Source: an optimization exercise on an open RTL-to-GDS flow (aim: small area, a short achievable clock period and few clock cycles). Production flows keep margins and buffers that such runs may drop.
In this exercise RTL edits were held to simulation tests only and were not proved equivalent to the original.
No activity file was given, so power comes from the tool's default toggle rates.

==> design.v <==
module sdiv_op #(parameter INPUTS = 2,
		parameter OUTPUTS = 1,
		parameter DATA_IN_SIZE = 32,
		parameter DATA_OUT_SIZE = 32)
		(
		input clk,
		input rst,
		input [INPUTS * (DATA_IN_SIZE)- 1 : 0]data_in_bus,
		input [INPUTS - 1 : 0]valid_in_bus,
		output [INPUTS - 1 : 0] ready_in_bus,
		output [OUTPUTS * (DATA_OUT_SIZE) - 1 : 0]data_out_bus,
		output [OUTPUTS - 1 : 0]valid_out_bus,
		input [OUTPUTS - 1 : 0] ready_out_bus
);
	localparam S_ACC = 2'd0, S_PRE = 2'd1, S_SHF = 2'd2, S_DIV = 2'd3;
	reg [1:0]  state;
	reg        rdy;       
	reg [1:0]  rin;       
	reg [1:0]  got;       
	reg        ov;        
	reg [31:0] r;         
	reg [31:0] d;         
	reg [31:0] q;         
	reg [4:0]  cnt;       
	reg [4:0]  shr;       
	reg        zq;        
	reg        sa, sb;    
	reg        cin_f;     
	reg        sb_f;      
	wire [1:0] rdy2 = {2{rdy}} & ~got;    
	assign ready_in_bus = rin;
	wire [1:0] fire = valid_in_bus & rdy2;
	wire [1:0] got_n = got | fire;
	wire qfree = ~ov | ready_out_bus[0];
	wire sq = sa ^ sb;
	wire [31:0] ain = data_in_bus[31:0];
	wire [31:0] bin = data_in_bus[63:32];
	wire [31:0] aabs;
	sdiv_abs u_abs (.a(ain), .y(aabs));
	wire [31:0] diff;
	wire qb;
	sdiv_sub u_sub (.r(r), .d(d), .cin(cin_f), .diff(diff), .ge(qb));
	wire take = rdy & (&got_n);
	wire [31:0] dsh, d_nx;
	sdiv_dnext u_dn (.ld(rdy2[1]), .ldv(bin ^ {32{bin[31]}}), .shf(state == S_SHF), .dsh(dsh),
		.div(state == S_DIV), .d(d), .y(d_nx));
	sdiv_shl u_shl (.x(d), .fill(sb_f), .s(shr), .y(dsh));
	wire [4:0] mr, md, sh;
	wire sh_ge;
	sdiv_msb u_mr (.x(r), .m(mr));
	sdiv_msb u_md (.x(d), .m(md));
	sdiv_sub5 u_sh (.r(mr), .d(md), .cin(1'b1), .diff(sh), .ge(sh_ge));
	assign valid_out_bus = ov;
	assign data_out_bus = q;
	reg [1:0] state_n;
	reg       rdy_n, ov_n;
	reg [1:0] got_nx;
	always @* begin
		state_n = state;
		rdy_n = rdy;
		ov_n = ov & ~ready_out_bus[0];
		got_nx = got;
		if (rdy) got_nx = take ? 2'b00 : got_n;
		case (state)
			S_ACC: begin
				if (zq) ov_n = 1'b1;
				if (take) begin
					state_n = S_PRE;
					rdy_n = 1'b0;
				end
			end
			S_PRE: if (qfree) begin
				if (~qb) begin
					state_n = S_ACC;
					rdy_n = 1'b1;
				end else
					state_n = S_SHF;
			end
			S_SHF: begin
				state_n = S_DIV;
				rdy_n = (shr == 5'd0);
			end
			default: begin
				rdy_n = (cnt == 5'd1);
				if (cnt == 5'd0) begin
					ov_n = 1'b1;
					if (take) state_n = S_PRE;
					else begin
						state_n = S_ACC;
						rdy_n = 1'b1;
					end
				end
			end
		endcase
	end
	always @(posedge clk, posedge rst)
		if (rst) begin
			state <= S_ACC;
			zq <= 1'b0;
			rdy <= 1'b1;
			rin <= 2'b11;
			got <= 2'b00;
			ov <= 1'b0;
		end else begin
			state <= state_n;
			zq <= (state == S_PRE) & qfree & ~qb;
			rdy <= rdy_n;
			rin <= {2{rdy_n}} & ~got_nx;
			got <= got_nx;
			ov <= ov_n;
		end
	always @(posedge clk) begin
		case (state)
			S_ACC: if (zq) q <= 32'd0;
			S_PRE: if (qfree) begin
				q <= {32{sq}};
				if (sq) r <= diff;
			end
			S_DIV: begin
				if (qb) r <= diff;
				q <= {q[30:0], qb ^ sq};
				cnt <= cnt - 5'd1;
			end
			default: ;
		endcase
		if (rdy2[0]) begin
			r <= aabs;
			sa <= ain[31];
		end
		d <= d_nx;
		shr <= sh;
		if (state == S_SHF) cnt <= shr;
		if (rdy2[1]) begin
			sb <= bin[31];
			sb_f <= bin[31];
			cin_f <= ~bin[31];
		end
	end
endmodule
module sdiv_sub (
	input  [31:0] r,
	input  [31:0] d,
	input         cin,
	output [31:0] diff,
	output        ge
);
	wire [31:0] g0, p0;
	wire [31:0] g1, p1;
	wire [31:0] g2, p2;
	wire [31:0] g3, p3;
	wire [31:0] g4, p4;
	wire [31:0] g5, p5;
	wire [31:0] t = r ^ ~d;
	sdiv_pg0c u0_0 (.a(r[0]), .b(d[0]), .c(cin), .gn(g0[0]), .pn(p0[0]));
	sdiv_pg0 u0_1 (.a(r[1]), .b(d[1]), .gn(g0[1]), .pn(p0[1]));
	sdiv_pg0 u0_2 (.a(r[2]), .b(d[2]), .gn(g0[2]), .pn(p0[2]));
	sdiv_pg0 u0_3 (.a(r[3]), .b(d[3]), .gn(g0[3]), .pn(p0[3]));
	sdiv_pg0 u0_4 (.a(r[4]), .b(d[4]), .gn(g0[4]), .pn(p0[4]));
	sdiv_pg0 u0_5 (.a(r[5]), .b(d[5]), .gn(g0[5]), .pn(p0[5]));
	sdiv_pg0 u0_6 (.a(r[6]), .b(d[6]), .gn(g0[6]), .pn(p0[6]));
	sdiv_pg0 u0_7 (.a(r[7]), .b(d[7]), .gn(g0[7]), .pn(p0[7]));
	sdiv_pg0 u0_8 (.a(r[8]), .b(d[8]), .gn(g0[8]), .pn(p0[8]));
	sdiv_pg0 u0_9 (.a(r[9]), .b(d[9]), .gn(g0[9]), .pn(p0[9]));
	sdiv_pg0 u0_10 (.a(r[10]), .b(d[10]), .gn(g0[10]), .pn(p0[10]));
	sdiv_pg0 u0_11 (.a(r[11]), .b(d[11]), .gn(g0[11]), .pn(p0[11]));
	sdiv_pg0 u0_12 (.a(r[12]), .b(d[12]), .gn(g0[12]), .pn(p0[12]));
	sdiv_pg0 u0_13 (.a(r[13]), .b(d[13]), .gn(g0[13]), .pn(p0[13]));
	sdiv_pg0 u0_14 (.a(r[14]), .b(d[14]), .gn(g0[14]), .pn(p0[14]));
	sdiv_pg0 u0_15 (.a(r[15]), .b(d[15]), .gn(g0[15]), .pn(p0[15]));
	sdiv_pg0 u0_16 (.a(r[16]), .b(d[16]), .gn(g0[16]), .pn(p0[16]));
	sdiv_pg0 u0_17 (.a(r[17]), .b(d[17]), .gn(g0[17]), .pn(p0[17]));
	sdiv_pg0 u0_18 (.a(r[18]), .b(d[18]), .gn(g0[18]), .pn(p0[18]));
	sdiv_pg0 u0_19 (.a(r[19]), .b(d[19]), .gn(g0[19]), .pn(p0[19]));
	sdiv_pg0 u0_20 (.a(r[20]), .b(d[20]), .gn(g0[20]), .pn(p0[20]));
	sdiv_pg0 u0_21 (.a(r[21]), .b(d[21]), .gn(g0[21]), .pn(p0[21]));
	sdiv_pg0 u0_22 (.a(r[22]), .b(d[22]), .gn(g0[22]), .pn(p0[22]));
	sdiv_pg0 u0_23 (.a(r[23]), .b(d[23]), .gn(g0[23]), .pn(p0[23]));
	sdiv_pg0 u0_24 (.a(r[24]), .b(d[24]), .gn(g0[24]), .pn(p0[24]));
	sdiv_pg0 u0_25 (.a(r[25]), .b(d[25]), .gn(g0[25]), .pn(p0[25]));
	sdiv_pg0 u0_26 (.a(r[26]), .b(d[26]), .gn(g0[26]), .pn(p0[26]));
	sdiv_pg0 u0_27 (.a(r[27]), .b(d[27]), .gn(g0[27]), .pn(p0[27]));
	sdiv_pg0 u0_28 (.a(r[28]), .b(d[28]), .gn(g0[28]), .pn(p0[28]));
	sdiv_pg0 u0_29 (.a(r[29]), .b(d[29]), .gn(g0[29]), .pn(p0[29]));
	sdiv_pg0 u0_30 (.a(r[30]), .b(d[30]), .gn(g0[30]), .pn(p0[30]));
	sdiv_pg0 u0_31 (.a(r[31]), .b(d[31]), .gn(g0[31]), .pn(p0[31]));
	sdiv_inv2 u1_0 (.g(g0[0]), .p(p0[0]), .go(g1[0]), .po(p1[0]));
	sdiv_oai u1_1 (.gh(g0[1]), .ph(p0[1]), .gl(g0[0]), .pl(p0[0]), .go(g1[1]), .po(p1[1]));
	sdiv_oai u1_2 (.gh(g0[2]), .ph(p0[2]), .gl(g0[1]), .pl(p0[1]), .go(g1[2]), .po(p1[2]));
	sdiv_oai u1_3 (.gh(g0[3]), .ph(p0[3]), .gl(g0[2]), .pl(p0[2]), .go(g1[3]), .po(p1[3]));
	sdiv_oai u1_4 (.gh(g0[4]), .ph(p0[4]), .gl(g0[3]), .pl(p0[3]), .go(g1[4]), .po(p1[4]));
	sdiv_oai u1_5 (.gh(g0[5]), .ph(p0[5]), .gl(g0[4]), .pl(p0[4]), .go(g1[5]), .po(p1[5]));
	sdiv_oai u1_6 (.gh(g0[6]), .ph(p0[6]), .gl(g0[5]), .pl(p0[5]), .go(g1[6]), .po(p1[6]));
	sdiv_oai u1_7 (.gh(g0[7]), .ph(p0[7]), .gl(g0[6]), .pl(p0[6]), .go(g1[7]), .po(p1[7]));
	sdiv_oai u1_8 (.gh(g0[8]), .ph(p0[8]), .gl(g0[7]), .pl(p0[7]), .go(g1[8]), .po(p1[8]));
	sdiv_oai u1_9 (.gh(g0[9]), .ph(p0[9]), .gl(g0[8]), .pl(p0[8]), .go(g1[9]), .po(p1[9]));
	sdiv_oai u1_10 (.gh(g0[10]), .ph(p0[10]), .gl(g0[9]), .pl(p0[9]), .go(g1[10]), .po(p1[10]));
	sdiv_oai u1_11 (.gh(g0[11]), .ph(p0[11]), .gl(g0[10]), .pl(p0[10]), .go(g1[11]), .po(p1[11]));
	sdiv_oai u1_12 (.gh(g0[12]), .ph(p0[12]), .gl(g0[11]), .pl(p0[11]), .go(g1[12]), .po(p1[12]));
	sdiv_oai u1_13 (.gh(g0[13]), .ph(p0[13]), .gl(g0[12]), .pl(p0[12]), .go(g1[13]), .po(p1[13]));
	sdiv_oai u1_14 (.gh(g0[14]), .ph(p0[14]), .gl(g0[13]), .pl(p0[13]), .go(g1[14]), .po(p1[14]));
	sdiv_oai u1_15 (.gh(g0[15]), .ph(p0[15]), .gl(g0[14]), .pl(p0[14]), .go(g1[15]), .po(p1[15]));
	sdiv_oai u1_16 (.gh(g0[16]), .ph(p0[16]), .gl(g0[15]), .pl(p0[15]), .go(g1[16]), .po(p1[16]));
	sdiv_oai u1_17 (.gh(g0[17]), .ph(p0[17]), .gl(g0[16]), .pl(p0[16]), .go(g1[17]), .po(p1[17]));
	sdiv_oai u1_18 (.gh(g0[18]), .ph(p0[18]), .gl(g0[17]), .pl(p0[17]), .go(g1[18]), .po(p1[18]));
	sdiv_oai u1_19 (.gh(g0[19]), .ph(p0[19]), .gl(g0[18]), .pl(p0[18]), .go(g1[19]), .po(p1[19]));
	sdiv_oai u1_20 (.gh(g0[20]), .ph(p0[20]), .gl(g0[19]), .pl(p0[19]), .go(g1[20]), .po(p1[20]));
	sdiv_oai u1_21 (.gh(g0[21]), .ph(p0[21]), .gl(g0[20]), .pl(p0[20]), .go(g1[21]), .po(p1[21]));
	sdiv_oai u1_22 (.gh(g0[22]), .ph(p0[22]), .gl(g0[21]), .pl(p0[21]), .go(g1[22]), .po(p1[22]));
	sdiv_oai u1_23 (.gh(g0[23]), .ph(p0[23]), .gl(g0[22]), .pl(p0[22]), .go(g1[23]), .po(p1[23]));
	sdiv_oai u1_24 (.gh(g0[24]), .ph(p0[24]), .gl(g0[23]), .pl(p0[23]), .go(g1[24]), .po(p1[24]));
	sdiv_oai u1_25 (.gh(g0[25]), .ph(p0[25]), .gl(g0[24]), .pl(p0[24]), .go(g1[25]), .po(p1[25]));
	sdiv_oai u1_26 (.gh(g0[26]), .ph(p0[26]), .gl(g0[25]), .pl(p0[25]), .go(g1[26]), .po(p1[26]));
	sdiv_oai u1_27 (.gh(g0[27]), .ph(p0[27]), .gl(g0[26]), .pl(p0[26]), .go(g1[27]), .po(p1[27]));
	sdiv_oai u1_28 (.gh(g0[28]), .ph(p0[28]), .gl(g0[27]), .pl(p0[27]), .go(g1[28]), .po(p1[28]));
	sdiv_oai u1_29 (.gh(g0[29]), .ph(p0[29]), .gl(g0[28]), .pl(p0[28]), .go(g1[29]), .po(p1[29]));
	sdiv_oai u1_30 (.gh(g0[30]), .ph(p0[30]), .gl(g0[29]), .pl(p0[29]), .go(g1[30]), .po(p1[30]));
	sdiv_oai u1_31 (.gh(g0[31]), .ph(p0[31]), .gl(g0[30]), .pl(p0[30]), .go(g1[31]), .po(p1[31]));
	sdiv_inv2 u2_0 (.g(g1[0]), .p(p1[0]), .go(g2[0]), .po(p2[0]));
	sdiv_inv2 u2_1 (.g(g1[1]), .p(p1[1]), .go(g2[1]), .po(p2[1]));
	sdiv_aoi u2_2 (.gh(g1[2]), .ph(p1[2]), .gl(g1[0]), .pl(p1[0]), .go(g2[2]), .po(p2[2]));
	sdiv_aoi u2_3 (.gh(g1[3]), .ph(p1[3]), .gl(g1[1]), .pl(p1[1]), .go(g2[3]), .po(p2[3]));
	sdiv_aoi u2_4 (.gh(g1[4]), .ph(p1[4]), .gl(g1[2]), .pl(p1[2]), .go(g2[4]), .po(p2[4]));
	sdiv_aoi u2_5 (.gh(g1[5]), .ph(p1[5]), .gl(g1[3]), .pl(p1[3]), .go(g2[5]), .po(p2[5]));
	sdiv_aoi u2_6 (.gh(g1[6]), .ph(p1[6]), .gl(g1[4]), .pl(p1[4]), .go(g2[6]), .po(p2[6]));
	sdiv_aoi u2_7 (.gh(g1[7]), .ph(p1[7]), .gl(g1[5]), .pl(p1[5]), .go(g2[7]), .po(p2[7]));
	sdiv_aoi u2_8 (.gh(g1[8]), .ph(p1[8]), .gl(g1[6]), .pl(p1[6]), .go(g2[8]), .po(p2[8]));
	sdiv_aoi u2_9 (.gh(g1[9]), .ph(p1[9]), .gl(g1[7]), .pl(p1[7]), .go(g2[9]), .po(p2[9]));
	sdiv_aoi u2_10 (.gh(g1[10]), .ph(p1[10]), .gl(g1[8]), .pl(p1[8]), .go(g2[10]), .po(p2[10]));
	sdiv_aoi u2_11 (.gh(g1[11]), .ph(p1[11]), .gl(g1[9]), .pl(p1[9]), .go(g2[11]), .po(p2[11]));
	sdiv_aoi u2_12 (.gh(g1[12]), .ph(p1[12]), .gl(g1[10]), .pl(p1[10]), .go(g2[12]), .po(p2[12]));
	sdiv_aoi u2_13 (.gh(g1[13]), .ph(p1[13]), .gl(g1[11]), .pl(p1[11]), .go(g2[13]), .po(p2[13]));
	sdiv_aoi u2_14 (.gh(g1[14]), .ph(p1[14]), .gl(g1[12]), .pl(p1[12]), .go(g2[14]), .po(p2[14]));
	sdiv_aoi u2_15 (.gh(g1[15]), .ph(p1[15]), .gl(g1[13]), .pl(p1[13]), .go(g2[15]), .po(p2[15]));
	sdiv_aoi u2_16 (.gh(g1[16]), .ph(p1[16]), .gl(g1[14]), .pl(p1[14]), .go(g2[16]), .po(p2[16]));
	sdiv_aoi u2_17 (.gh(g1[17]), .ph(p1[17]), .gl(g1[15]), .pl(p1[15]), .go(g2[17]), .po(p2[17]));
	sdiv_aoi u2_18 (.gh(g1[18]), .ph(p1[18]), .gl(g1[16]), .pl(p1[16]), .go(g2[18]), .po(p2[18]));
	sdiv_aoi u2_19 (.gh(g1[19]), .ph(p1[19]), .gl(g1[17]), .pl(p1[17]), .go(g2[19]), .po(p2[19]));
	sdiv_aoi u2_20 (.gh(g1[20]), .ph(p1[20]), .gl(g1[18]), .pl(p1[18]), .go(g2[20]), .po(p2[20]));
	sdiv_aoi u2_21 (.gh(g1[21]), .ph(p1[21]), .gl(g1[19]), .pl(p1[19]), .go(g2[21]), .po(p2[21]));
	sdiv_aoi u2_22 (.gh(g1[22]), .ph(p1[22]), .gl(g1[20]), .pl(p1[20]), .go(g2[22]), .po(p2[22]));
	sdiv_aoi u2_23 (.gh(g1[23]), .ph(p1[23]), .gl(g1[21]), .pl(p1[21]), .go(g2[23]), .po(p2[23]));
	sdiv_aoi u2_24 (.gh(g1[24]), .ph(p1[24]), .gl(g1[22]), .pl(p1[22]), .go(g2[24]), .po(p2[24]));
	sdiv_aoi u2_25 (.gh(g1[25]), .ph(p1[25]), .gl(g1[23]), .pl(p1[23]), .go(g2[25]), .po(p2[25]));
	sdiv_aoi u2_26 (.gh(g1[26]), .ph(p1[26]), .gl(g1[24]), .pl(p1[24]), .go(g2[26]), .po(p2[26]));
	sdiv_aoi u2_27 (.gh(g1[27]), .ph(p1[27]), .gl(g1[25]), .pl(p1[25]), .go(g2[27]), .po(p2[27]));
	sdiv_aoi u2_28 (.gh(g1[28]), .ph(p1[28]), .gl(g1[26]), .pl(p1[26]), .go(g2[28]), .po(p2[28]));
	sdiv_aoi u2_29 (.gh(g1[29]), .ph(p1[29]), .gl(g1[27]), .pl(p1[27]), .go(g2[29]), .po(p2[29]));
	sdiv_aoi u2_30 (.gh(g1[30]), .ph(p1[30]), .gl(g1[28]), .pl(p1[28]), .go(g2[30]), .po(p2[30]));
	sdiv_aoi u2_31 (.gh(g1[31]), .ph(p1[31]), .gl(g1[29]), .pl(p1[29]), .go(g2[31]), .po(p2[31]));
	sdiv_inv2 u3_0 (.g(g2[0]), .p(p2[0]), .go(g3[0]), .po(p3[0]));
	sdiv_inv2 u3_1 (.g(g2[1]), .p(p2[1]), .go(g3[1]), .po(p3[1]));
	sdiv_inv2 u3_2 (.g(g2[2]), .p(p2[2]), .go(g3[2]), .po(p3[2]));
	sdiv_inv2 u3_3 (.g(g2[3]), .p(p2[3]), .go(g3[3]), .po(p3[3]));
	sdiv_oai u3_4 (.gh(g2[4]), .ph(p2[4]), .gl(g2[0]), .pl(p2[0]), .go(g3[4]), .po(p3[4]));
	sdiv_oai u3_5 (.gh(g2[5]), .ph(p2[5]), .gl(g2[1]), .pl(p2[1]), .go(g3[5]), .po(p3[5]));
	sdiv_oai u3_6 (.gh(g2[6]), .ph(p2[6]), .gl(g2[2]), .pl(p2[2]), .go(g3[6]), .po(p3[6]));
	sdiv_oai u3_7 (.gh(g2[7]), .ph(p2[7]), .gl(g2[3]), .pl(p2[3]), .go(g3[7]), .po(p3[7]));
	sdiv_oai u3_8 (.gh(g2[8]), .ph(p2[8]), .gl(g2[4]), .pl(p2[4]), .go(g3[8]), .po(p3[8]));
	sdiv_oai u3_9 (.gh(g2[9]), .ph(p2[9]), .gl(g2[5]), .pl(p2[5]), .go(g3[9]), .po(p3[9]));
	sdiv_oai u3_10 (.gh(g2[10]), .ph(p2[10]), .gl(g2[6]), .pl(p2[6]), .go(g3[10]), .po(p3[10]));
	sdiv_oai u3_11 (.gh(g2[11]), .ph(p2[11]), .gl(g2[7]), .pl(p2[7]), .go(g3[11]), .po(p3[11]));
	sdiv_oai u3_12 (.gh(g2[12]), .ph(p2[12]), .gl(g2[8]), .pl(p2[8]), .go(g3[12]), .po(p3[12]));
	sdiv_oai u3_13 (.gh(g2[13]), .ph(p2[13]), .gl(g2[9]), .pl(p2[9]), .go(g3[13]), .po(p3[13]));
	sdiv_oai u3_14 (.gh(g2[14]), .ph(p2[14]), .gl(g2[10]), .pl(p2[10]), .go(g3[14]), .po(p3[14]));
	sdiv_oai u3_15 (.gh(g2[15]), .ph(p2[15]), .gl(g2[11]), .pl(p2[11]), .go(g3[15]), .po(p3[15]));
	sdiv_oai u3_16 (.gh(g2[16]), .ph(p2[16]), .gl(g2[12]), .pl(p2[12]), .go(g3[16]), .po(p3[16]));
	sdiv_oai u3_17 (.gh(g2[17]), .ph(p2[17]), .gl(g2[13]), .pl(p2[13]), .go(g3[17]), .po(p3[17]));
	sdiv_oai u3_18 (.gh(g2[18]), .ph(p2[18]), .gl(g2[14]), .pl(p2[14]), .go(g3[18]), .po(p3[18]));
	sdiv_oai u3_19 (.gh(g2[19]), .ph(p2[19]), .gl(g2[15]), .pl(p2[15]), .go(g3[19]), .po(p3[19]));
	sdiv_oai u3_20 (.gh(g2[20]), .ph(p2[20]), .gl(g2[16]), .pl(p2[16]), .go(g3[20]), .po(p3[20]));
	sdiv_oai u3_21 (.gh(g2[21]), .ph(p2[21]), .gl(g2[17]), .pl(p2[17]), .go(g3[21]), .po(p3[21]));
	sdiv_oai u3_22 (.gh(g2[22]), .ph(p2[22]), .gl(g2[18]), .pl(p2[18]), .go(g3[22]), .po(p3[22]));
	sdiv_oai u3_23 (.gh(g2[23]), .ph(p2[23]), .gl(g2[19]), .pl(p2[19]), .go(g3[23]), .po(p3[23]));
	sdiv_oai u3_24 (.gh(g2[24]), .ph(p2[24]), .gl(g2[20]), .pl(p2[20]), .go(g3[24]), .po(p3[24]));
	sdiv_oai u3_25 (.gh(g2[25]), .ph(p2[25]), .gl(g2[21]), .pl(p2[21]), .go(g3[25]), .po(p3[25]));
	sdiv_oai u3_26 (.gh(g2[26]), .ph(p2[26]), .gl(g2[22]), .pl(p2[22]), .go(g3[26]), .po(p3[26]));
	sdiv_oai u3_27 (.gh(g2[27]), .ph(p2[27]), .gl(g2[23]), .pl(p2[23]), .go(g3[27]), .po(p3[27]));
	sdiv_oai u3_28 (.gh(g2[28]), .ph(p2[28]), .gl(g2[24]), .pl(p2[24]), .go(g3[28]), .po(p3[28]));
	sdiv_oai u3_29 (.gh(g2[29]), .ph(p2[29]), .gl(g2[25]), .pl(p2[25]), .go(g3[29]), .po(p3[29]));
	sdiv_oai u3_30 (.gh(g2[30]), .ph(p2[30]), .gl(g2[26]), .pl(p2[26]), .go(g3[30]), .po(p3[30]));
	sdiv_oai u3_31 (.gh(g2[31]), .ph(p2[31]), .gl(g2[27]), .pl(p2[27]), .go(g3[31]), .po(p3[31]));
	sdiv_inv2 u4_0 (.g(g3[0]), .p(p3[0]), .go(g4[0]), .po(p4[0]));
	sdiv_inv2 u4_1 (.g(g3[1]), .p(p3[1]), .go(g4[1]), .po(p4[1]));
	sdiv_inv2 u4_2 (.g(g3[2]), .p(p3[2]), .go(g4[2]), .po(p4[2]));
	sdiv_inv2 u4_3 (.g(g3[3]), .p(p3[3]), .go(g4[3]), .po(p4[3]));
	sdiv_inv2 u4_4 (.g(g3[4]), .p(p3[4]), .go(g4[4]), .po(p4[4]));
	sdiv_inv2 u4_5 (.g(g3[5]), .p(p3[5]), .go(g4[5]), .po(p4[5]));
	sdiv_inv2 u4_6 (.g(g3[6]), .p(p3[6]), .go(g4[6]), .po(p4[6]));
	sdiv_inv2 u4_7 (.g(g3[7]), .p(p3[7]), .go(g4[7]), .po(p4[7]));
	sdiv_aoi u4_8 (.gh(g3[8]), .ph(p3[8]), .gl(g3[0]), .pl(p3[0]), .go(g4[8]), .po(p4[8]));
	sdiv_aoi u4_9 (.gh(g3[9]), .ph(p3[9]), .gl(g3[1]), .pl(p3[1]), .go(g4[9]), .po(p4[9]));
	sdiv_aoi u4_10 (.gh(g3[10]), .ph(p3[10]), .gl(g3[2]), .pl(p3[2]), .go(g4[10]), .po(p4[10]));
	sdiv_aoi u4_11 (.gh(g3[11]), .ph(p3[11]), .gl(g3[3]), .pl(p3[3]), .go(g4[11]), .po(p4[11]));
	sdiv_aoi u4_12 (.gh(g3[12]), .ph(p3[12]), .gl(g3[4]), .pl(p3[4]), .go(g4[12]), .po(p4[12]));
	sdiv_aoi u4_13 (.gh(g3[13]), .ph(p3[13]), .gl(g3[5]), .pl(p3[5]), .go(g4[13]), .po(p4[13]));
	sdiv_aoi u4_14 (.gh(g3[14]), .ph(p3[14]), .gl(g3[6]), .pl(p3[6]), .go(g4[14]), .po(p4[14]));
	sdiv_aoi u4_15 (.gh(g3[15]), .ph(p3[15]), .gl(g3[7]), .pl(p3[7]), .go(g4[15]), .po(p4[15]));
	sdiv_aoi u4_16 (.gh(g3[16]), .ph(p3[16]), .gl(g3[8]), .pl(p3[8]), .go(g4[16]), .po(p4[16]));
	sdiv_aoi u4_17 (.gh(g3[17]), .ph(p3[17]), .gl(g3[9]), .pl(p3[9]), .go(g4[17]), .po(p4[17]));
	sdiv_aoi u4_18 (.gh(g3[18]), .ph(p3[18]), .gl(g3[10]), .pl(p3[10]), .go(g4[18]), .po(p4[18]));
	sdiv_aoi u4_19 (.gh(g3[19]), .ph(p3[19]), .gl(g3[11]), .pl(p3[11]), .go(g4[19]), .po(p4[19]));
	sdiv_aoi u4_20 (.gh(g3[20]), .ph(p3[20]), .gl(g3[12]), .pl(p3[12]), .go(g4[20]), .po(p4[20]));
	sdiv_aoi u4_21 (.gh(g3[21]), .ph(p3[21]), .gl(g3[13]), .pl(p3[13]), .go(g4[21]), .po(p4[21]));
	sdiv_aoi u4_22 (.gh(g3[22]), .ph(p3[22]), .gl(g3[14]), .pl(p3[14]), .go(g4[22]), .po(p4[22]));
	sdiv_aoi u4_23 (.gh(g3[23]), .ph(p3[23]), .gl(g3[15]), .pl(p3[15]), .go(g4[23]), .po(p4[23]));
	sdiv_aoi u4_24 (.gh(g3[24]), .ph(p3[24]), .gl(g3[16]), .pl(p3[16]), .go(g4[24]), .po(p4[24]));
	sdiv_aoi u4_25 (.gh(g3[25]), .ph(p3[25]), .gl(g3[17]), .pl(p3[17]), .go(g4[25]), .po(p4[25]));
	sdiv_aoi u4_26 (.gh(g3[26]), .ph(p3[26]), .gl(g3[18]), .pl(p3[18]), .go(g4[26]), .po(p4[26]));
	sdiv_aoi u4_27 (.gh(g3[27]), .ph(p3[27]), .gl(g3[19]), .pl(p3[19]), .go(g4[27]), .po(p4[27]));
	sdiv_aoi u4_28 (.gh(g3[28]), .ph(p3[28]), .gl(g3[20]), .pl(p3[20]), .go(g4[28]), .po(p4[28]));
	sdiv_aoi u4_29 (.gh(g3[29]), .ph(p3[29]), .gl(g3[21]), .pl(p3[21]), .go(g4[29]), .po(p4[29]));
	sdiv_aoi u4_30 (.gh(g3[30]), .ph(p3[30]), .gl(g3[22]), .pl(p3[22]), .go(g4[30]), .po(p4[30]));
	sdiv_aoi u4_31 (.gh(g3[31]), .ph(p3[31]), .gl(g3[23]), .pl(p3[23]), .go(g4[31]), .po(p4[31]));
	sdiv_inv2 u5_0 (.g(g4[0]), .p(p4[0]), .go(g5[0]), .po(p5[0]));
	sdiv_inv2 u5_1 (.g(g4[1]), .p(p4[1]), .go(g5[1]), .po(p5[1]));
	sdiv_inv2 u5_2 (.g(g4[2]), .p(p4[2]), .go(g5[2]), .po(p5[2]));
	sdiv_inv2 u5_3 (.g(g4[3]), .p(p4[3]), .go(g5[3]), .po(p5[3]));
	sdiv_inv2 u5_4 (.g(g4[4]), .p(p4[4]), .go(g5[4]), .po(p5[4]));
	sdiv_inv2 u5_5 (.g(g4[5]), .p(p4[5]), .go(g5[5]), .po(p5[5]));
	sdiv_inv2 u5_6 (.g(g4[6]), .p(p4[6]), .go(g5[6]), .po(p5[6]));
	sdiv_inv2 u5_7 (.g(g4[7]), .p(p4[7]), .go(g5[7]), .po(p5[7]));
	sdiv_inv2 u5_8 (.g(g4[8]), .p(p4[8]), .go(g5[8]), .po(p5[8]));
	sdiv_inv2 u5_9 (.g(g4[9]), .p(p4[9]), .go(g5[9]), .po(p5[9]));
	sdiv_inv2 u5_10 (.g(g4[10]), .p(p4[10]), .go(g5[10]), .po(p5[10]));
	sdiv_inv2 u5_11 (.g(g4[11]), .p(p4[11]), .go(g5[11]), .po(p5[11]));
	sdiv_inv2 u5_12 (.g(g4[12]), .p(p4[12]), .go(g5[12]), .po(p5[12]));
	sdiv_inv2 u5_13 (.g(g4[13]), .p(p4[13]), .go(g5[13]), .po(p5[13]));
	sdiv_inv2 u5_14 (.g(g4[14]), .p(p4[14]), .go(g5[14]), .po(p5[14]));
	sdiv_inv2 u5_15 (.g(g4[15]), .p(p4[15]), .go(g5[15]), .po(p5[15]));
	sdiv_oai u5_16 (.gh(g4[16]), .ph(p4[16]), .gl(g4[0]), .pl(p4[0]), .go(g5[16]), .po(p5[16]));
	sdiv_oai u5_17 (.gh(g4[17]), .ph(p4[17]), .gl(g4[1]), .pl(p4[1]), .go(g5[17]), .po(p5[17]));
	sdiv_oai u5_18 (.gh(g4[18]), .ph(p4[18]), .gl(g4[2]), .pl(p4[2]), .go(g5[18]), .po(p5[18]));
	sdiv_oai u5_19 (.gh(g4[19]), .ph(p4[19]), .gl(g4[3]), .pl(p4[3]), .go(g5[19]), .po(p5[19]));
	sdiv_oai u5_20 (.gh(g4[20]), .ph(p4[20]), .gl(g4[4]), .pl(p4[4]), .go(g5[20]), .po(p5[20]));
	sdiv_oai u5_21 (.gh(g4[21]), .ph(p4[21]), .gl(g4[5]), .pl(p4[5]), .go(g5[21]), .po(p5[21]));
	sdiv_oai u5_22 (.gh(g4[22]), .ph(p4[22]), .gl(g4[6]), .pl(p4[6]), .go(g5[22]), .po(p5[22]));
	sdiv_oai u5_23 (.gh(g4[23]), .ph(p4[23]), .gl(g4[7]), .pl(p4[7]), .go(g5[23]), .po(p5[23]));
	sdiv_oai u5_24 (.gh(g4[24]), .ph(p4[24]), .gl(g4[8]), .pl(p4[8]), .go(g5[24]), .po(p5[24]));
	sdiv_oai u5_25 (.gh(g4[25]), .ph(p4[25]), .gl(g4[9]), .pl(p4[9]), .go(g5[25]), .po(p5[25]));
	sdiv_oai u5_26 (.gh(g4[26]), .ph(p4[26]), .gl(g4[10]), .pl(p4[10]), .go(g5[26]), .po(p5[26]));
	sdiv_oai u5_27 (.gh(g4[27]), .ph(p4[27]), .gl(g4[11]), .pl(p4[11]), .go(g5[27]), .po(p5[27]));
	sdiv_oai u5_28 (.gh(g4[28]), .ph(p4[28]), .gl(g4[12]), .pl(p4[12]), .go(g5[28]), .po(p5[28]));
	sdiv_oai u5_29 (.gh(g4[29]), .ph(p4[29]), .gl(g4[13]), .pl(p4[13]), .go(g5[29]), .po(p5[29]));
	sdiv_oai u5_30 (.gh(g4[30]), .ph(p4[30]), .gl(g4[14]), .pl(p4[14]), .go(g5[30]), .po(p5[30]));
	sdiv_oai u5_31 (.gh(g4[31]), .ph(p4[31]), .gl(g4[15]), .pl(p4[15]), .go(g5[31]), .po(p5[31]));
	wire [32:0] c = {g5, cin};
	assign diff = t ^ c[31:0];
	assign ge = c[32];
endmodule
module sdiv_sub5 (
	input  [4:0] r,
	input  [4:0] d,
	input         cin,
	output [4:0] diff,
	output        ge
);
	wire [4:0] g0, p0;
	wire [4:0] g1, p1;
	wire [4:0] g2, p2;
	wire [4:0] g3, p3;
	wire [4:0] t = r ^ ~d;
	sdiv_pg0c u0_0 (.a(r[0]), .b(d[0]), .c(cin), .gn(g0[0]), .pn(p0[0]));
	sdiv_pg0 u0_1 (.a(r[1]), .b(d[1]), .gn(g0[1]), .pn(p0[1]));
	sdiv_pg0 u0_2 (.a(r[2]), .b(d[2]), .gn(g0[2]), .pn(p0[2]));
	sdiv_pg0 u0_3 (.a(r[3]), .b(d[3]), .gn(g0[3]), .pn(p0[3]));
	sdiv_pg0 u0_4 (.a(r[4]), .b(d[4]), .gn(g0[4]), .pn(p0[4]));
	sdiv_inv2 u1_0 (.g(g0[0]), .p(p0[0]), .go(g1[0]), .po(p1[0]));
	sdiv_oai u1_1 (.gh(g0[1]), .ph(p0[1]), .gl(g0[0]), .pl(p0[0]), .go(g1[1]), .po(p1[1]));
	sdiv_oai u1_2 (.gh(g0[2]), .ph(p0[2]), .gl(g0[1]), .pl(p0[1]), .go(g1[2]), .po(p1[2]));
	sdiv_oai u1_3 (.gh(g0[3]), .ph(p0[3]), .gl(g0[2]), .pl(p0[2]), .go(g1[3]), .po(p1[3]));
	sdiv_oai u1_4 (.gh(g0[4]), .ph(p0[4]), .gl(g0[3]), .pl(p0[3]), .go(g1[4]), .po(p1[4]));
	sdiv_inv2 u2_0 (.g(g1[0]), .p(p1[0]), .go(g2[0]), .po(p2[0]));
	sdiv_inv2 u2_1 (.g(g1[1]), .p(p1[1]), .go(g2[1]), .po(p2[1]));
	sdiv_aoi u2_2 (.gh(g1[2]), .ph(p1[2]), .gl(g1[0]), .pl(p1[0]), .go(g2[2]), .po(p2[2]));
	sdiv_aoi u2_3 (.gh(g1[3]), .ph(p1[3]), .gl(g1[1]), .pl(p1[1]), .go(g2[3]), .po(p2[3]));
	sdiv_aoi u2_4 (.gh(g1[4]), .ph(p1[4]), .gl(g1[2]), .pl(p1[2]), .go(g2[4]), .po(p2[4]));
	sdiv_inv2 u3_0 (.g(g2[0]), .p(p2[0]), .go(g3[0]), .po(p3[0]));
	sdiv_inv2 u3_1 (.g(g2[1]), .p(p2[1]), .go(g3[1]), .po(p3[1]));
	sdiv_inv2 u3_2 (.g(g2[2]), .p(p2[2]), .go(g3[2]), .po(p3[2]));
	sdiv_inv2 u3_3 (.g(g2[3]), .p(p2[3]), .go(g3[3]), .po(p3[3]));
	sdiv_oai u3_4 (.gh(g2[4]), .ph(p2[4]), .gl(g2[0]), .pl(p2[0]), .go(g3[4]), .po(p3[4]));
	wire [5:0] c = {g3, cin};
	assign diff = t ^ c[4:0];
	assign ge = c[5];
endmodule
module sdiv_pg0c (input a, input b, input c, output gn, output pn);
	assign gn = ~((a & ~b) | ((a | ~b) & c));
	assign pn = ~(a | ~b);
endmodule
module sdiv_pg0 (input a, input b, output gn, output pn);
	assign gn = ~(a & ~b);
	assign pn = ~(a | ~b);
endmodule
module sdiv_oai (input gh, input ph, input gl, input pl, output go, output po);
	assign go = ~(gh & (ph | gl));
	assign po = ~(ph | pl);
endmodule
module sdiv_aoi (input gh, input ph, input gl, input pl, output go, output po);
	assign go = ~(gh | (ph & gl));
	assign po = ~(ph & pl);
endmodule
module sdiv_inv2 (input g, input p, output go, output po);
	assign go = ~g;
	assign po = ~p;
endmodule
module sdiv_abs (
	input  [31:0] a,
	output [31:0] y
);
	wire [31:0] o0;
	wire [31:0] o1;
	wire [31:0] o2;
	wire [31:0] o3;
	wire [31:0] o4;
	wire [31:0] o5;
	assign o0 = {a[30:0], 1'b0};    
	sdiv_inv1 v1_0 (.a(o0[0]), .y(o1[0]));
	sdiv_nor2 v1_1 (.a(o0[1]), .b(o0[0]), .y(o1[1]));
	sdiv_nor2 v1_2 (.a(o0[2]), .b(o0[1]), .y(o1[2]));
	sdiv_nor2 v1_3 (.a(o0[3]), .b(o0[2]), .y(o1[3]));
	sdiv_nor2 v1_4 (.a(o0[4]), .b(o0[3]), .y(o1[4]));
	sdiv_nor2 v1_5 (.a(o0[5]), .b(o0[4]), .y(o1[5]));
	sdiv_nor2 v1_6 (.a(o0[6]), .b(o0[5]), .y(o1[6]));
	sdiv_nor2 v1_7 (.a(o0[7]), .b(o0[6]), .y(o1[7]));
	sdiv_nor2 v1_8 (.a(o0[8]), .b(o0[7]), .y(o1[8]));
	sdiv_nor2 v1_9 (.a(o0[9]), .b(o0[8]), .y(o1[9]));
	sdiv_nor2 v1_10 (.a(o0[10]), .b(o0[9]), .y(o1[10]));
	sdiv_nor2 v1_11 (.a(o0[11]), .b(o0[10]), .y(o1[11]));
	sdiv_nor2 v1_12 (.a(o0[12]), .b(o0[11]), .y(o1[12]));
	sdiv_nor2 v1_13 (.a(o0[13]), .b(o0[12]), .y(o1[13]));
	sdiv_nor2 v1_14 (.a(o0[14]), .b(o0[13]), .y(o1[14]));
	sdiv_nor2 v1_15 (.a(o0[15]), .b(o0[14]), .y(o1[15]));
	sdiv_nor2 v1_16 (.a(o0[16]), .b(o0[15]), .y(o1[16]));
	sdiv_nor2 v1_17 (.a(o0[17]), .b(o0[16]), .y(o1[17]));
	sdiv_nor2 v1_18 (.a(o0[18]), .b(o0[17]), .y(o1[18]));
	sdiv_nor2 v1_19 (.a(o0[19]), .b(o0[18]), .y(o1[19]));
	sdiv_nor2 v1_20 (.a(o0[20]), .b(o0[19]), .y(o1[20]));
	sdiv_nor2 v1_21 (.a(o0[21]), .b(o0[20]), .y(o1[21]));
	sdiv_nor2 v1_22 (.a(o0[22]), .b(o0[21]), .y(o1[22]));
	sdiv_nor2 v1_23 (.a(o0[23]), .b(o0[22]), .y(o1[23]));
	sdiv_nor2 v1_24 (.a(o0[24]), .b(o0[23]), .y(o1[24]));
	sdiv_nor2 v1_25 (.a(o0[25]), .b(o0[24]), .y(o1[25]));
	sdiv_nor2 v1_26 (.a(o0[26]), .b(o0[25]), .y(o1[26]));
	sdiv_nor2 v1_27 (.a(o0[27]), .b(o0[26]), .y(o1[27]));
	sdiv_nor2 v1_28 (.a(o0[28]), .b(o0[27]), .y(o1[28]));
	sdiv_nor2 v1_29 (.a(o0[29]), .b(o0[28]), .y(o1[29]));
	sdiv_nor2 v1_30 (.a(o0[30]), .b(o0[29]), .y(o1[30]));
	sdiv_nor2 v1_31 (.a(o0[31]), .b(o0[30]), .y(o1[31]));
	sdiv_inv1 v2_0 (.a(o1[0]), .y(o2[0]));
	sdiv_inv1 v2_1 (.a(o1[1]), .y(o2[1]));
	sdiv_nand2 v2_2 (.a(o1[2]), .b(o1[0]), .y(o2[2]));
	sdiv_nand2 v2_3 (.a(o1[3]), .b(o1[1]), .y(o2[3]));
	sdiv_nand2 v2_4 (.a(o1[4]), .b(o1[2]), .y(o2[4]));
	sdiv_nand2 v2_5 (.a(o1[5]), .b(o1[3]), .y(o2[5]));
	sdiv_nand2 v2_6 (.a(o1[6]), .b(o1[4]), .y(o2[6]));
	sdiv_nand2 v2_7 (.a(o1[7]), .b(o1[5]), .y(o2[7]));
	sdiv_nand2 v2_8 (.a(o1[8]), .b(o1[6]), .y(o2[8]));
	sdiv_nand2 v2_9 (.a(o1[9]), .b(o1[7]), .y(o2[9]));
	sdiv_nand2 v2_10 (.a(o1[10]), .b(o1[8]), .y(o2[10]));
	sdiv_nand2 v2_11 (.a(o1[11]), .b(o1[9]), .y(o2[11]));
	sdiv_nand2 v2_12 (.a(o1[12]), .b(o1[10]), .y(o2[12]));
	sdiv_nand2 v2_13 (.a(o1[13]), .b(o1[11]), .y(o2[13]));
	sdiv_nand2 v2_14 (.a(o1[14]), .b(o1[12]), .y(o2[14]));
	sdiv_nand2 v2_15 (.a(o1[15]), .b(o1[13]), .y(o2[15]));
	sdiv_nand2 v2_16 (.a(o1[16]), .b(o1[14]), .y(o2[16]));
	sdiv_nand2 v2_17 (.a(o1[17]), .b(o1[15]), .y(o2[17]));
	sdiv_nand2 v2_18 (.a(o1[18]), .b(o1[16]), .y(o2[18]));
	sdiv_nand2 v2_19 (.a(o1[19]), .b(o1[17]), .y(o2[19]));
	sdiv_nand2 v2_20 (.a(o1[20]), .b(o1[18]), .y(o2[20]));
	sdiv_nand2 v2_21 (.a(o1[21]), .b(o1[19]), .y(o2[21]));
	sdiv_nand2 v2_22 (.a(o1[22]), .b(o1[20]), .y(o2[22]));
	sdiv_nand2 v2_23 (.a(o1[23]), .b(o1[21]), .y(o2[23]));
	sdiv_nand2 v2_24 (.a(o1[24]), .b(o1[22]), .y(o2[24]));
	sdiv_nand2 v2_25 (.a(o1[25]), .b(o1[23]), .y(o2[25]));
	sdiv_nand2 v2_26 (.a(o1[26]), .b(o1[24]), .y(o2[26]));
	sdiv_nand2 v2_27 (.a(o1[27]), .b(o1[25]), .y(o2[27]));
	sdiv_nand2 v2_28 (.a(o1[28]), .b(o1[26]), .y(o2[28]));
	sdiv_nand2 v2_29 (.a(o1[29]), .b(o1[27]), .y(o2[29]));
	sdiv_nand2 v2_30 (.a(o1[30]), .b(o1[28]), .y(o2[30]));
	sdiv_nand2 v2_31 (.a(o1[31]), .b(o1[29]), .y(o2[31]));
	sdiv_inv1 v3_0 (.a(o2[0]), .y(o3[0]));
	sdiv_inv1 v3_1 (.a(o2[1]), .y(o3[1]));
	sdiv_inv1 v3_2 (.a(o2[2]), .y(o3[2]));
	sdiv_inv1 v3_3 (.a(o2[3]), .y(o3[3]));
	sdiv_nor2 v3_4 (.a(o2[4]), .b(o2[0]), .y(o3[4]));
	sdiv_nor2 v3_5 (.a(o2[5]), .b(o2[1]), .y(o3[5]));
	sdiv_nor2 v3_6 (.a(o2[6]), .b(o2[2]), .y(o3[6]));
	sdiv_nor2 v3_7 (.a(o2[7]), .b(o2[3]), .y(o3[7]));
	sdiv_nor2 v3_8 (.a(o2[8]), .b(o2[4]), .y(o3[8]));
	sdiv_nor2 v3_9 (.a(o2[9]), .b(o2[5]), .y(o3[9]));
	sdiv_nor2 v3_10 (.a(o2[10]), .b(o2[6]), .y(o3[10]));
	sdiv_nor2 v3_11 (.a(o2[11]), .b(o2[7]), .y(o3[11]));
	sdiv_nor2 v3_12 (.a(o2[12]), .b(o2[8]), .y(o3[12]));
	sdiv_nor2 v3_13 (.a(o2[13]), .b(o2[9]), .y(o3[13]));
	sdiv_nor2 v3_14 (.a(o2[14]), .b(o2[10]), .y(o3[14]));
	sdiv_nor2 v3_15 (.a(o2[15]), .b(o2[11]), .y(o3[15]));
	sdiv_nor2 v3_16 (.a(o2[16]), .b(o2[12]), .y(o3[16]));
	sdiv_nor2 v3_17 (.a(o2[17]), .b(o2[13]), .y(o3[17]));
	sdiv_nor2 v3_18 (.a(o2[18]), .b(o2[14]), .y(o3[18]));
	sdiv_nor2 v3_19 (.a(o2[19]), .b(o2[15]), .y(o3[19]));
	sdiv_nor2 v3_20 (.a(o2[20]), .b(o2[16]), .y(o3[20]));
	sdiv_nor2 v3_21 (.a(o2[21]), .b(o2[17]), .y(o3[21]));
	sdiv_nor2 v3_22 (.a(o2[22]), .b(o2[18]), .y(o3[22]));
	sdiv_nor2 v3_23 (.a(o2[23]), .b(o2[19]), .y(o3[23]));
	sdiv_nor2 v3_24 (.a(o2[24]), .b(o2[20]), .y(o3[24]));
	sdiv_nor2 v3_25 (.a(o2[25]), .b(o2[21]), .y(o3[25]));
	sdiv_nor2 v3_26 (.a(o2[26]), .b(o2[22]), .y(o3[26]));
	sdiv_nor2 v3_27 (.a(o2[27]), .b(o2[23]), .y(o3[27]));
	sdiv_nor2 v3_28 (.a(o2[28]), .b(o2[24]), .y(o3[28]));
	sdiv_nor2 v3_29 (.a(o2[29]), .b(o2[25]), .y(o3[29]));
	sdiv_nor2 v3_30 (.a(o2[30]), .b(o2[26]), .y(o3[30]));
	sdiv_nor2 v3_31 (.a(o2[31]), .b(o2[27]), .y(o3[31]));
	sdiv_inv1 v4_0 (.a(o3[0]), .y(o4[0]));
	sdiv_inv1 v4_1 (.a(o3[1]), .y(o4[1]));
	sdiv_inv1 v4_2 (.a(o3[2]), .y(o4[2]));
	sdiv_inv1 v4_3 (.a(o3[3]), .y(o4[3]));
	sdiv_inv1 v4_4 (.a(o3[4]), .y(o4[4]));
	sdiv_inv1 v4_5 (.a(o3[5]), .y(o4[5]));
	sdiv_inv1 v4_6 (.a(o3[6]), .y(o4[6]));
	sdiv_inv1 v4_7 (.a(o3[7]), .y(o4[7]));
	sdiv_nand2 v4_8 (.a(o3[8]), .b(o3[0]), .y(o4[8]));
	sdiv_nand2 v4_9 (.a(o3[9]), .b(o3[1]), .y(o4[9]));
	sdiv_nand2 v4_10 (.a(o3[10]), .b(o3[2]), .y(o4[10]));
	sdiv_nand2 v4_11 (.a(o3[11]), .b(o3[3]), .y(o4[11]));
	sdiv_nand2 v4_12 (.a(o3[12]), .b(o3[4]), .y(o4[12]));
	sdiv_nand2 v4_13 (.a(o3[13]), .b(o3[5]), .y(o4[13]));
	sdiv_nand2 v4_14 (.a(o3[14]), .b(o3[6]), .y(o4[14]));
	sdiv_nand2 v4_15 (.a(o3[15]), .b(o3[7]), .y(o4[15]));
	sdiv_nand2 v4_16 (.a(o3[16]), .b(o3[8]), .y(o4[16]));
	sdiv_nand2 v4_17 (.a(o3[17]), .b(o3[9]), .y(o4[17]));
	sdiv_nand2 v4_18 (.a(o3[18]), .b(o3[10]), .y(o4[18]));
	sdiv_nand2 v4_19 (.a(o3[19]), .b(o3[11]), .y(o4[19]));
	sdiv_nand2 v4_20 (.a(o3[20]), .b(o3[12]), .y(o4[20]));
	sdiv_nand2 v4_21 (.a(o3[21]), .b(o3[13]), .y(o4[21]));
	sdiv_nand2 v4_22 (.a(o3[22]), .b(o3[14]), .y(o4[22]));
	sdiv_nand2 v4_23 (.a(o3[23]), .b(o3[15]), .y(o4[23]));
	sdiv_nand2 v4_24 (.a(o3[24]), .b(o3[16]), .y(o4[24]));
	sdiv_nand2 v4_25 (.a(o3[25]), .b(o3[17]), .y(o4[25]));
	sdiv_nand2 v4_26 (.a(o3[26]), .b(o3[18]), .y(o4[26]));
	sdiv_nand2 v4_27 (.a(o3[27]), .b(o3[19]), .y(o4[27]));
	sdiv_nand2 v4_28 (.a(o3[28]), .b(o3[20]), .y(o4[28]));
	sdiv_nand2 v4_29 (.a(o3[29]), .b(o3[21]), .y(o4[29]));
	sdiv_nand2 v4_30 (.a(o3[30]), .b(o3[22]), .y(o4[30]));
	sdiv_nand2 v4_31 (.a(o3[31]), .b(o3[23]), .y(o4[31]));
	sdiv_inv1 v5_0 (.a(o4[0]), .y(o5[0]));
	sdiv_inv1 v5_1 (.a(o4[1]), .y(o5[1]));
	sdiv_inv1 v5_2 (.a(o4[2]), .y(o5[2]));
	sdiv_inv1 v5_3 (.a(o4[3]), .y(o5[3]));
	sdiv_inv1 v5_4 (.a(o4[4]), .y(o5[4]));
	sdiv_inv1 v5_5 (.a(o4[5]), .y(o5[5]));
	sdiv_inv1 v5_6 (.a(o4[6]), .y(o5[6]));
	sdiv_inv1 v5_7 (.a(o4[7]), .y(o5[7]));
	sdiv_inv1 v5_8 (.a(o4[8]), .y(o5[8]));
	sdiv_inv1 v5_9 (.a(o4[9]), .y(o5[9]));
	sdiv_inv1 v5_10 (.a(o4[10]), .y(o5[10]));
	sdiv_inv1 v5_11 (.a(o4[11]), .y(o5[11]));
	sdiv_inv1 v5_12 (.a(o4[12]), .y(o5[12]));
	sdiv_inv1 v5_13 (.a(o4[13]), .y(o5[13]));
	sdiv_inv1 v5_14 (.a(o4[14]), .y(o5[14]));
	sdiv_inv1 v5_15 (.a(o4[15]), .y(o5[15]));
	sdiv_nor2 v5_16 (.a(o4[16]), .b(o4[0]), .y(o5[16]));
	sdiv_nor2 v5_17 (.a(o4[17]), .b(o4[1]), .y(o5[17]));
	sdiv_nor2 v5_18 (.a(o4[18]), .b(o4[2]), .y(o5[18]));
	sdiv_nor2 v5_19 (.a(o4[19]), .b(o4[3]), .y(o5[19]));
	sdiv_nor2 v5_20 (.a(o4[20]), .b(o4[4]), .y(o5[20]));
	sdiv_nor2 v5_21 (.a(o4[21]), .b(o4[5]), .y(o5[21]));
	sdiv_nor2 v5_22 (.a(o4[22]), .b(o4[6]), .y(o5[22]));
	sdiv_nor2 v5_23 (.a(o4[23]), .b(o4[7]), .y(o5[23]));
	sdiv_nor2 v5_24 (.a(o4[24]), .b(o4[8]), .y(o5[24]));
	sdiv_nor2 v5_25 (.a(o4[25]), .b(o4[9]), .y(o5[25]));
	sdiv_nor2 v5_26 (.a(o4[26]), .b(o4[10]), .y(o5[26]));
	sdiv_nor2 v5_27 (.a(o4[27]), .b(o4[11]), .y(o5[27]));
	sdiv_nor2 v5_28 (.a(o4[28]), .b(o4[12]), .y(o5[28]));
	sdiv_nor2 v5_29 (.a(o4[29]), .b(o4[13]), .y(o5[29]));
	sdiv_nor2 v5_30 (.a(o4[30]), .b(o4[14]), .y(o5[30]));
	sdiv_nor2 v5_31 (.a(o4[31]), .b(o4[15]), .y(o5[31]));
	assign y = a ^ ({32{a[31]}} & ~o5);
endmodule
module sdiv_nor2 (input a, input b, output y);
	assign y = ~(a | b);
endmodule
module sdiv_nand2 (input a, input b, output y);
	assign y = ~(a & b);
endmodule
module sdiv_inv1 (input a, output y);
	assign y = ~a;
endmodule
module sdiv_shl (
	input  [31:0] x,
	input         fill,
	input  [4:0]  s,
	output [31:0] y
);
	wire [31:0] y0 = s[0] ? {x[30:0],  {1{fill}}}  : x;
	wire [31:0] y1 = s[1] ? {y0[29:0], {2{fill}}}  : y0;
	wire [31:0] y2 = s[2] ? {y1[27:0], {4{fill}}}  : y1;
	wire [31:0] y3 = s[3] ? {y2[23:0], {8{fill}}}  : y2;
	assign y       = s[4] ? {y3[15:0], {16{fill}}} : y3;
endmodule
module sdiv_msb (
input  [31:0] x,
output reg [4:0] m
);
	reg [15:0] v1; reg [15:0] p1;
	reg [7:0]  v2; reg [15:0] p2;
	reg [3:0]  v3; reg [11:0] p3;
	reg [1:0]  v4; reg [7:0]  p4;
	integer i;
	always @* begin
		for (i = 0; i < 16; i = i + 1) begin
			v1[i] = x[2*i+1] | x[2*i];
			p1[i] = x[2*i+1];
		end
		for (i = 0; i < 8; i = i + 1) begin
			v2[i] = v1[2*i+1] | v1[2*i];
			p2[2*i +: 2] = v1[2*i+1] ? {1'b1, p1[2*i+1]} : {1'b0, p1[2*i]};
		end
		for (i = 0; i < 4; i = i + 1) begin
			v3[i] = v2[2*i+1] | v2[2*i];
			p3[3*i +: 3] = v2[2*i+1] ? {1'b1, p2[2*(2*i+1) +: 2]} : {1'b0, p2[2*(2*i) +: 2]};
		end
		for (i = 0; i < 2; i = i + 1) begin
			v4[i] = v3[2*i+1] | v3[2*i];
			p4[4*i +: 4] = v3[2*i+1] ? {1'b1, p3[3*(2*i+1) +: 3]} : {1'b0, p3[3*(2*i) +: 3]};
		end
		m = v4[1] ? {1'b1, p4[7:4]} : {1'b0, p4[3:0]};
	end
endmodule
module sdiv_dnext (
	input         ld,
	input  [31:0] ldv,
	input         shf,
	input  [31:0] dsh,
	input         div,
	input  [31:0] d,
	output [31:0] y
);
	wire [31:0] base = div ? {1'b0, d[31:1]} : d;
	assign y = ld ? ldv : (shf ? dsh : base);
endmodule
==> run.sh <==
#!/bin/bash
# synth_recipe.tcl (not shown) runs the flow's synth.tcl, then flattens the netlist and writes it again
# the make line also repeats each setting of config.mk as NAME=value (left out here)
make -C /OpenROAD-flow-scripts/flow DESIGN_CONFIG=/design/flow/config.mk WORK_HOME=/design/flow/orfs CLKGATE_MAP_FILE= SYNTH_SCRIPT=/design/flow/synth_recipe.tcl finish
==> config.mk <==
export PLATFORM = sky130hd
export DESIGN_NAME = sdiv_op
export DESIGN_NICKNAME = sdiv_op
export VERILOG_FILES = /design/flow/design.v
export SDC_FILE = /design/flow/constraint.sdc
export NUM_CORES = 4
export LEC_CHECK = 0
export CAP_MARGIN = 20
export CORE_MARGIN = 2
export CORE_UTILIZATION = 45
export PLACE_DENSITY = 0.6
export SETUP_SLACK_MARGIN = 2.7
export SLEW_MARGIN = 20
export SYNTH_HIERARCHICAL = 1
==> constraint.sdc <==
create_clock -name core_clock -period 5.0 [get_ports {clk}]
set_input_delay 1.0000 -clock core_clock [delete_from_list [all_inputs] [get_ports {clk}]]
set_output_delay 1.0000 -clock core_clock [all_outputs]
set_load 0.01 [all_outputs]
==> flow_metrics.tcl, run 1 <==
set metrics [dict create \
    status "finished clean" \
    viasPerCell 5.75 \
    grt_pass1_vias 11200 \
    wirelength_um 40600 \
    clock_path_buffers 2 \
    rsz0062_at_grt "true" \
    fin_ws_ns 2.53 \
    regArea_sq_um 3230 \
    hp-class "reg -> reg" \
    syn-mean-instance-area_sq_um 9.11 \
    syn_to_final_growth_pct 27.7 \
    peakVddDrop_uv 202 \
    dp.cells 1856 \
    finalSetupViolCount 0 \
    fillCellCount 2553 \
    fin_crit_sh_pct 49.3 \
    clk_latency_ns 0.44 \
    dieHeight_um 173 \
    antenna_found_initial 0 \
    max_freq_ghz 0.405 \
    critPathMaxStageDelay_ns 0.55 \
    layoutNonFillerInstCount 1994 \
    routedWlPerCell_um 20.4 \
    post_dp_cell_area_sq_um 14300 \
    start_kind "register" \
    gp_congestion 0.930 \
    cts_inserted_buffers 17 \
    hold_violations 0 \
    cts-root-buf "clkbuf_16" \
    worstPathArrival_ns 2.61 \
    core_sq_um 28500 \
    firstDrtPassIters 5 \
    cts_hold_buf 0 \
    track_usage_pct 26.5 \
    crit_chain "nor2b_4 > o21ai_2 > a21oi_2 > o21ai_2 > a21oi_2 > o21ai_4 > mux2i_4 > buf_12 > o21ai_4 > buf_4 > buf_12" \
    dieArea_sq_um 30100 \
    relSlewSlack_pct 23.9 \
    htreeDepth 4 \
    worst_hold_slack_ns 0.547 \
    grt_max_degree 70 \
    die_x_um 173 \
    power_mw 2.59 \
    globalRoute.totalOverflow 0 \
    pre_cts_ws_ns 1.86 \
    synth_cells 1418 \
    critical_path_class "reg -> reg" \
    period_minus_slack_ns 2.47 \
    setup.worst_path.end_class "register" \
    clock_skew_ns 0.0138 \
    cp.required_ns 5.15 \
    cp_slowest_cell "edfxtp_1" \
    leakage_nw 6.31 \
    drt_iter0_drc 886 \
    io_pins 104 \
    synth_warnings 8 \
    grt_pass1_wl_um 62400 \
    cts_tree "yes" \
    netlist_area_sq_um 12900 \
    layout_commonest_cell "nand2_1" \
    final_util_pct 57.9 \
    antenna_cells 0 \
    drive_gt1_share_pct 38.6 \
    fp-row-count 62 \
    worst_pin_slew_ns 1.14 \
    place_hpwl_um 28300 \
    power-per-cell-area_nw_per_um2 157 \
    clock-sinks 118 \
    start_util_pct 45.4 \
    final_area_sq_um 16500 \
    vias 11500 \
    drc_errors 0 \
    drv_cap 0 \
    mostFrequentLayoutCells "nand2_1 (168), nor2_1 (106), buf_4 (97)" \
    place.port_buffers 103 \
    ant_nets 0 \
    tns_ns 0 \
    critPathMaxFanout 8 \
    clk_pin_slew_ns 0.07 \
    finalMaxSlewViolations 0 \
    multiInputGateArea_sq_um 9830 \
    fin_nets 1673 \
]
flip-flops by register name, summed over array words and instances (netlist names), 2 cells and up:
register	count
d	32
q	32
r	32
cnt	5
shr	5
got	2
rin	2
state	2
worst max-delay path, delay by kind of cell, from the launching register on:
| kind | cells | cell delay, ns |
|---|---|---|
| AOI/OAI and AO/OA | 6 | 0.96 |
| buffers and inverters | 3 | 0.45 |
| DFF | 1 | 0.55 |
| muxes | 1 | 0.11 |
| and+or+nand+nor | 1 | 0.10 |
report_power, final:
group	total (mW)	leakage [nW]	internal, mW	switching (mW)
clock network	1.29	0.280	0.708	0.583
registers	1.02	0.989	1.01	0.00526
logic	0.278	5.05	0.134	0.143
repair_timing:
item                       in CTS  in global routing
setup buffers                  80                 20
pin swaps                      26                 35
setup endpoints to repair     168                141
cloned                          3                  3
gates resized for setup       191                 82
layout make-up:
class	count	area share (%)
sequential	118	19.6
inverter	94	2.16
timing repair buffer	218	12.2
multi-input combinational	1148	59.6
tap	384	2.91
clock inverter	15	0.963
clock buffer	17	2.58
per-layer routing:
layer | GRT usage (%) | vias up | wire length [um]
met4 | 8.02 | 0 | 1050
met5 | 0 | - | 0
met2 | 46.2 | 399 | 20400
met1 | 34.3 | 5612 | 17200
met3 | 3.38 | 67 | 1980
li1 | - | 5381 | -
final timing paths:
check / from / end / slack (ns) / cells after the start
max in group asynchronous: rst / rin[0]$_DFF_PP1_ / 3.87 / 2
min in group asynchronous: rst / ov$_DFF_PP0_ / 0.84 / 2
min: q[23]$_DFFE_PP_ / q[24]$_DFFE_PP_ / 0.55 / 2
max: r[9]$_DFFE_PP_ / r[12]$_DFFE_PP_ / 2.53 / 11
max reg2reg: r[9]$_DFFE_PP_ / r[12]$_DFFE_PP_ / 2.53 / 11
min reg2reg: q[23]$_DFFE_PP_ / q[24]$_DFFE_PP_ / 0.55 / 2
Testbench counts, summed over its fixed seeds: cycles 16,327.
==> run 2: changes to the inputs <==
--- a/config.mk
+++ b/config.mk
@@ -9,6 +9,6 @@
 export CORE_MARGIN = 2
 export CORE_UTILIZATION = 45
 export PLACE_DENSITY = 0.6
-export SETUP_SLACK_MARGIN = 2.7
+export SETUP_SLACK_MARGIN = 2.4
 export SLEW_MARGIN = 20
 export SYNTH_HIERARCHICAL = 1
==> flow_metrics.tcl, run 2 <==
set metrics [dict create \
    status "finished clean" \
    cp.required_ns 5.17 \
    fin_nets 1606 \
    antenna_found_initial 0 \
    worstPathArrival_ns 2.70 \
    vias 10900 \
    drv_cap 0 \
    firstDrtPassIters 6 \
    syn-mean-instance-area_sq_um 9.11 \
    core_sq_um 28500 \
    wirelength_um 38600 \
    hold_start "q[21]$_DFFE_PP_" \
    die_x_um 173 \
    r2r_start "r[14]$_DFFE_PP_" \
    drc_errors 0 \
    hold_end "q[22]$_DFFE_PP_" \
    clk_latency_ns 0.43 \
    rrSetupSlack_ns 2.48 \
    finalMaxSlewViolations 0 \
    grt_pass1_wl_um 60500 \
    cts_hold_buf 0 \
    tns_ns 0 \
    dieArea_sq_um 30100 \
    leakage_nw 5.76 \
    setup.worst_path.end_class "register" \
    antenna_cells 0 \
    gp_congestion 0.932 \
    worst_pin_slew_ns 0.971 \
    globalRoute.totalOverflow 0 \
    top_regs "d (32), q (32), r (32)" \
    drive_gt1_share_pct 28.5 \
    grt_max_degree 70 \
    place_hpwl_um 28700 \
    hp-class "reg -> reg" \
    clk_pin_slew_ns 0.06 \
    start_util_pct 45.4 \
    fp-row-count 62 \
    cts_tree "yes" \
    finalSetupViolCount 0 \
    period_minus_slack_ns 2.53 \
    viasPerCell 5.68 \
    relSlewSlack_pct 35.3 \
    reg2reg_depth 9 \
    cts-root-buf "clkbuf_16" \
    dieHeight_um 173 \
    track_usage_pct 25.5 \
    layout_commonest_cell "nand2_1" \
    place.port_buffers 103 \
    syn_to_final_growth_pct 18.3 \
    start_kind "input port" \
    synth_warnings 8 \
    io_pins 104 \
    critical_path_class "in -> reg" \
    fin_crit_sh_pct 50.6 \
    ant_nets 0 \
    max_freq_ghz 0.395 \
    critPathMaxFanout 3 \
    cts_inserted_buffers 17 \
    rsz0062_at_grt "true" \
    mostFrequentLayoutCells "nand2_1 (182), nor2_1 (153), clkdlybuf4s50_1 (101)" \
    hold_violations 0 \
    routedWlPerCell_um 20.0 \
    drt_iter0_drc 797 \
    netlist_area_sq_um 12900 \
    hold_depth 2 \
    clock_skew_ns 0.0103 \
    clock_path_buffers 2 \
    pre_cts_ws_ns 1.88 \
    grt_pass1_vias 10800 \
    clock-sinks 118 \
    peakVddDrop_uv 204 \
    htreeDepth 4 \
    fin_ws_ns 2.47 \
    synth_cells 1418 \
    power-per-cell-area_nw_per_um2 165 \
    r2r-end "shr[4]$_DFF_P_" \
]
## run 2: worst max-delay path, cell delays in order
cell and delay [ns]:
clkdlybuf4s50_1 0.49, nor2_1 0.18, nand2_1 0.11, nor2_2 0.16, nand2_1 0.11, nor2_1 0.16
nand2b_2 0.14, xnor2_1 0.09, mux2_1 0.28
## run 2: stage by stage
stage / hold slack, ns / cells / util (%) / total power [mW] / instance area, sq um
final: 0.547 / 1927 / 53.7 / 2.52 / 15300
after floorplan: 0.493 / 1421 / - / 1.21 / 13000
after detailed placement: 0.531 / 1862 / 50.0 / 1.31 / 14200
after global placement: 0.525 / 1861 / 49.9 / 1.31 / 14200
after global routing: 0.569 / 1927 / 53.7 / 2.60 / 15300
after CTS: 0.549 / 1904 / 52.7 / 2.53 / 15000
## run 2: how the worst max path moves through the flow
stage / from / endpoint / slack [ns] / cells past startpoint
6_report: data_in_bus[6] / r[28]$_DFFE_PP_ / 2.47 / 9
5_1_grt: data_in_bus[2] / r[28]$_DFFE_PP_ / 2.37 / 9
3_3_place_gp: shr[1]$_DFF_P_ / d[27]$_DFF_P_ / 1.92 / 7
4_1_cts: state[1]$_DFFE_PP0P_ / q[3]$_DFFE_PP_ / 2.36 / 5
3_5_place_dp: d[21]$_DFF_P_ / r[0]$_DFFE_PP_ / 1.88 / 8
2_1_floorplan: d[21]$_DFF_P_ / r[0]$_DFFE_PP_ / 2.50 / 8
## run 2: where the power goes
part           switching (mW)  internal [mW]
clock                   0.528          0.695
sequential            0.00963           1.02
combinational           0.133          0.135
total                   0.671           1.85
## run 2: repair_timing
| action | CTS | global route |
|---|---|---|
| pin swaps | 2 | 3 |
| endpoints found under the setup margin | 65 | 98 |
| gates resized for setup | 19 | 42 |
| buffers inserted | 9 | 23 |
| cloned | 1 | 0 |
## run 2: routing by layer
metal | GRT usage [%] | vias to the layer above | part of all wire, %
li1 | - | 5247 | -
met1 | 34.5 | 5248 | 44
met2 | 42.0 | 377 | 48
met3 | 3.14 | 67 | 5.2
met4 | 9.53 | 0 | 3.2
met5 | 0 | - | 0
## run 2: layout make-up
cell class | count | area (sq um)
inverters | 94 | 357
clock buffers | 17 | 425
repair buffers | 152 | 1460
well taps | 384 | 480
fillers | 2637 | 13200
flip-flops and latches | 118 | 3170
multi-input cells | 1147 | 9250
clock inverters | 15 | 145

==> what the ideal ports hide <==
The flow's constraints put no driver on any port. The routed layouts listed below were extracted and timed again, unchanged, in two steps.
Step 1 (the two cells are an assumption about what drives the block):
set clk [get_ports {clk}]
set_driving_cell -lib_cell sky130_fd_sc_hd__clkbuf_16 $clk
set_driving_cell -lib_cell sky130_fd_sc_hd__buf_2 [delete_from_list [all_inputs] $clk]
Step 2 moves the port delays by t, midway between the first and last clock arrival at a register: inputs arrive t later, outputs are due t later. That takes back most of the time a late clock gives input paths.
Slacks: no drivers / after step 1 / after step 2; pairs: no drivers / after step 1.
run	shift t [ns]	setup slack, ns	slew at the worst register clock pin (ns)
run 1	0.481	2.533 / 2.533 / 2.162	0.07 / 0.07
run 2	0.472	2.468 / 2.478 / 2.025	0.07 / 0.07
After both steps setup and hold are still met in every run listed. For run 2, which loses most, drivers alone change the setup slack by +0.010 ns; drivers and shift together by -0.443 ns.
